This design comes from an exercise in tuning for small area, a short achievable clock period and few clock cycles on the open sky130 flow, not from production work.
Function was checked by simulation only, so behaviour that the tests miss may differ from the original.
No driver is modelled on the clock port, so clock power and skew are understated where the tree is cut down; a real chip needs a root buffer or a tree.
No activity file was given, so power comes from the tool's default toggle rates.

==> inputs of juniper <==
Design LZ77_Encoder, start of the top module:
module LZ77_Encoder(clk,reset,chardata,valid,encode,finish,offset,match_len,char_nxt);
==> module LZ77_Encoder, before the edit <==
module LZ77_Encoder(clk,reset,chardata,valid,encode,finish,offset,match_len,char_nxt);
input               clk;
input               reset;
input       [7:0]   chardata;
output  reg         valid;
output  reg         encode;
output  reg         finish;
output  reg [4:0]   offset;
output  reg [4:0]   match_len;
output      [7:0]   char_nxt;
	reg  [7:0]  cur;             
	reg  [7:0]  hist [0:29];     
	reg  [4:0]  cnt;             
	reg  [4:0]  len;             
	reg  [29:0] alive;           
	reg         last;            
	assign char_nxt = hist[0];
	wire        en = (cnt != 5'd0);
	wire [29:0] eq;
	wire [29:0] vld;
	genvar k;
	generate
		for (k = 0; k < 30; k = k + 1) begin : CMP
			assign eq[k]  = (cur == hist[k]);
			assign vld[k] = (cnt > k + 1);
		end
	endgenerate
	wire [29:0] a       = alive & vld & eq;
	wire        emit    = (len == 5'd24) | ~|a;
	wire        restart = ~en | emit;
	reg [4:0] maxk;
	integer i;
	always @(*) begin
		maxk = 5'd0;
		for (i = 0; i < 30; i = i + 1)
			if (alive[i]) maxk = i;
	end
	integer j;
	always @(posedge clk) begin
		cur <= chardata;
		hist[0] <= cur;
		for (j = 1; j < 30; j = j + 1)
			hist[j] <= hist[j-1];
		if (reset)
			cnt <= 5'd0;
		else if (cnt != 5'd31)
			cnt <= cnt + 5'd1;
		len   <= restart ? 5'd0 : len + 5'd1;
		alive <= a | {30{restart}};
		valid <= ~reset & en & emit;
		match_len <= len;
		offset    <= (len == 5'd0) ? 5'd0 : maxk;
		last   <= ~reset & en & (cur == 8'h24);
		finish <= ~reset & (finish | last);
		encode <= reset | ~(finish | last);
	end
endmodule
Settings: LEC_CHECK=0, CAP_MARGIN=35, CORE_MARGIN=2, CORE_UTILIZATION=40, SLEW_MARGIN=35, SYNTH_MEMORY_MAX_BITS=8192; clock period 16.5 ns.
standard.sh (not shown) runs the stock make flow with config.mk's settings and CLKGATE_MAP_FILE= SYNTH_SCRIPT=/design/flow/synth_recipe.tcl, a recipe that flattens the netlist after the stock synthesis.
==> flow/flow/run.sh <==
#!/bin/bash
# Standard ORFS layout (the standard.sh) with these changes:
# - the clock tree is a balanced two-level buffer tree built in a PRE_CTS hook
#   (cts_hook.tcl, mytree.tcl) in place of TritonCTS;
# - timing repair aims for a short period through SETUP_SLACK_MARGIN (the SDC,
#   and so the clock period and I/O delays, are unchanged);
# - port buffers start as buf_1 (repair upsizes those on critical paths);
# - ABC's buffers are removed at floorplan (REMOVE_ABC_BUFFERS), and the
#   combinational logic is then resynthesised for area (floorplan_hook.tcl).
# Each step's log is copied next to make_finish.log when the flow ends.
set -uo pipefail
W=$PWD
F=$W/flow
export MY_CTS_LEAVES=${MY_CTS_LEAVES:-12}
export MY_CTS_ROOTS=${MY_CTS_ROOTS:-4}
export MY_CTS_LEAF_CELL=${MY_CTS_LEAF_CELL:-sky130_fd_sc_hd__buf_12}
export MY_CTS_ROOT_CELL=${MY_CTS_ROOT_CELL:-sky130_fd_sc_hd__buf_12}
bash standard.sh \
  SETUP_SLACK_MARGIN=${MY_SETUP_MARGIN:-12.4} \
  "BUFFER_PORTS_ARGS=-buffer_cell ${MY_PORT_BUF:-sky130_fd_sc_hd__buf_1}" \
  PRE_CTS_TCL=$F/cts_hook.tcl REMOVE_ABC_BUFFERS=1 POST_FLOORPLAN_TCL=$F/floorplan_hook.tcl ${MY_EXTRA:-} \
  finish > $W/make_finish.log 2>&1
rc=$?
cp -f $W/orfs/logs/*/LZ77_Encoder/base/*.log $W/ 2>/dev/null
exit $rc
==> flow/flow/cts_hook.tcl <==
# PRE_CTS hook: build the clock tree here (mytree.tcl) and make the CTS
# step's clock_tree_synthesis call a no-op, so the rest of the step (placement
# legalisation and timing repair) runs on this tree.
source [file join [file dirname [info script]] mytree.tcl]
build_clock_tree $::env(MY_CTS_LEAVES) $::env(MY_CTS_ROOTS) $::env(MY_CTS_LEAF_CELL) $::env(MY_CTS_ROOT_CELL)
set_propagated_clock [all_clocks]
rename clock_tree_synthesis tritoncts_unused
proc clock_tree_synthesis { args } {
  puts "clock tree built by flow/mytree.tcl; TritonCTS not run"
}
==> flow/flow/floorplan_hook.tcl <==
# POST_FLOORPLAN hook: resynthesise the combinational logic for area with
# OpenROAD's restructure (ABC), twice; registers are not touched. Timing
# repair later in the flow upsizes what the short-period target needs.
set rmp_dir [file join $::env(OBJECTS_DIR) rmp]
file mkdir $rmp_dir
for {set pass 0} {$pass < 2} {incr pass} {
  log_cmd restructure -liberty_file [lindex $::env(LIB_FILES) 0] -target area \
    -tielo_port sky130_fd_sc_hd__conb_1/LO -tiehi_port sky130_fd_sc_hd__conb_1/HI \
    -work_dir $rmp_dir -abc_logfile [file join $rmp_dir abc_$pass.log]
  report_design_area
}
Other scripts of this flow, unchanged in this note and not shown: flow/flow/mytree.tcl
==> fjord: changes against juniper <==
--- a/flow/design.v
+++ b/flow/design.v
@@ -13,7 +13,6 @@
 	reg  [4:0]  cnt;             
 	reg  [4:0]  len;             
 	reg  [29:0] alive;           
-	reg         last;            
 	assign char_nxt = hist[0];
 	wire        en = (cnt != 5'd0);
 	wire [29:0] eq;
@@ -50,8 +49,7 @@
 		valid <= ~reset & en & emit;
 		match_len <= len;
 		offset    <= (len == 5'd0) ? 5'd0 : maxk;
-		last   <= ~reset & en & (cur == 8'h24);
-		finish <= ~reset & (finish | last);
-		encode <= reset | ~(finish | last);
+		finish <= ~reset & (finish | (valid & (char_nxt == 8'h24)));
+		encode <= reset | ~(finish | (valid & (char_nxt == 8'h24)));
 	end
 endmodule
--- a/flow/flow/run.sh
+++ b/flow/flow/run.sh
@@ -14,7 +14,7 @@
 export MY_CTS_LEAVES=${MY_CTS_LEAVES:-12}
 export MY_CTS_ROOTS=${MY_CTS_ROOTS:-4}
 export MY_CTS_LEAF_CELL=${MY_CTS_LEAF_CELL:-sky130_fd_sc_hd__buf_12}
-export MY_CTS_ROOT_CELL=${MY_CTS_ROOT_CELL:-sky130_fd_sc_hd__buf_12}
+export MY_CTS_ROOT_CELL=${MY_CTS_ROOT_CELL:-sky130_fd_sc_hd__buf_8}
 bash standard.sh \
   SETUP_SLACK_MARGIN=${MY_SETUP_MARGIN:-12.4} \
   "BUFFER_PORTS_ARGS=-buffer_cell ${MY_PORT_BUF:-sky130_fd_sc_hd__buf_1}" \
==> flow/flow/floorplan_hook.tcl (replaced) <==
# POST_FLOORPLAN hook: resynthesise the combinational logic for area with
# OpenROAD's restructure (ABC); registers are not touched. Timing repair
# later in the flow upsizes what the short-period target needs.
set rmp_dir [file join $::env(OBJECTS_DIR) rmp]
file mkdir $rmp_dir
log_cmd restructure -liberty_file [lindex $::env(LIB_FILES) 0] -target area \
  -tielo_port sky130_fd_sc_hd__conb_1/LO -tiehi_port sky130_fd_sc_hd__conb_1/HI \
  -work_dir $rmp_dir -abc_logfile [file join $rmp_dir abc.log]
report_design_area
==> summary.txt <==
Min-Delay Startpoint: juniper hist[14][1]$_DFF_P_; fjord hist[1][1]$_DFF_P_
Post-Syn Area per Cell: juniper 11.5 um2; fjord 11.5 um2
Fill count: juniper 2,467; fjord 2,432
Initial standard-cell utilization of the core: juniper 40.9%; fjord 40.9%
1st-pass router iterations: juniper 7; fjord 8
Part of the total power dissipated in combinational logic: juniper 6.0%; fjord 6.3%
Fraction of final layout cells sized beyond drive strength 1: juniper 5.92%; fjord 6.64%
Status: juniper timing/DRC/antenna clean; fjord timing/DRC/antenna clean
Total inserted antenna cells: juniper 0; fjord 1
Minimum setup slack in the final design: juniper 12.43 ns; fjord 12.42 ns
Share of the cycle needed by the critical path after routing: juniper 24.6%; fjord 24.7%
Post-synthesis instance total: juniper 896; fjord 897
WL met1: juniper 12.1 mm; fjord 11.9 mm
Global router's overall resource usage: juniper 18.9%; fjord 19.5%
Placement-stage worst setup slack: juniper 11.57 ns; fjord 11.92 ns
Share of Yosys cell area claimed by the top area cell type: juniper 58.5%; fjord 58.3%
Fraction of the mapped netlist area in adder cells: juniper 0.969%; fjord 0.969%
Testbench counts of juniper, summed over its fixed seeds: cycles 12,360.
Testbench counts of fjord, summed over its fixed seeds: cycles 12,360.
No run of this note takes its clock network from TritonCTS; it comes from the design's own scripts or RTL.

## afterwards: timing with drivers on the ports
No port has a modelled driver above. Below, the same layouts with a new extraction and two added sets of constraints. Step 1 (the two cells are an assumption about what drives the block):
set clk [get_ports {clk}]
set_driving_cell -lib_cell sky130_fd_sc_hd__clkbuf_16 $clk
set_driving_cell -lib_cell sky130_fd_sc_hd__buf_2 [delete_from_list [all_inputs] $clk]
Step 2 adds t to the input delays and takes it off the output delays; t is the mean of the earliest and latest rising clock arrival at the registers after step 1. Input paths then give back, and output paths get back, about the clock's delay inside the block. Three values: no drivers, after step 1, after step 2; two values: the first two.
run | t (ns) | slack for setup (ns) | hold slack, ns | worst slew at a driven data input, ns
juniper | 0.350 | 12.434 / 12.342 / 12.221 | 0.363 / 0.363 / 0.363 | 0.04
fjord | 0.361 | 12.424 / 12.334 / 12.233 | 0.339 / 0.339 / 0.339 | 0.07
After both steps every run listed still meets setup and hold. For juniper, which loses most, drivers alone change the setup slack by -0.092 ns; drivers and shift together by -0.213 ns.
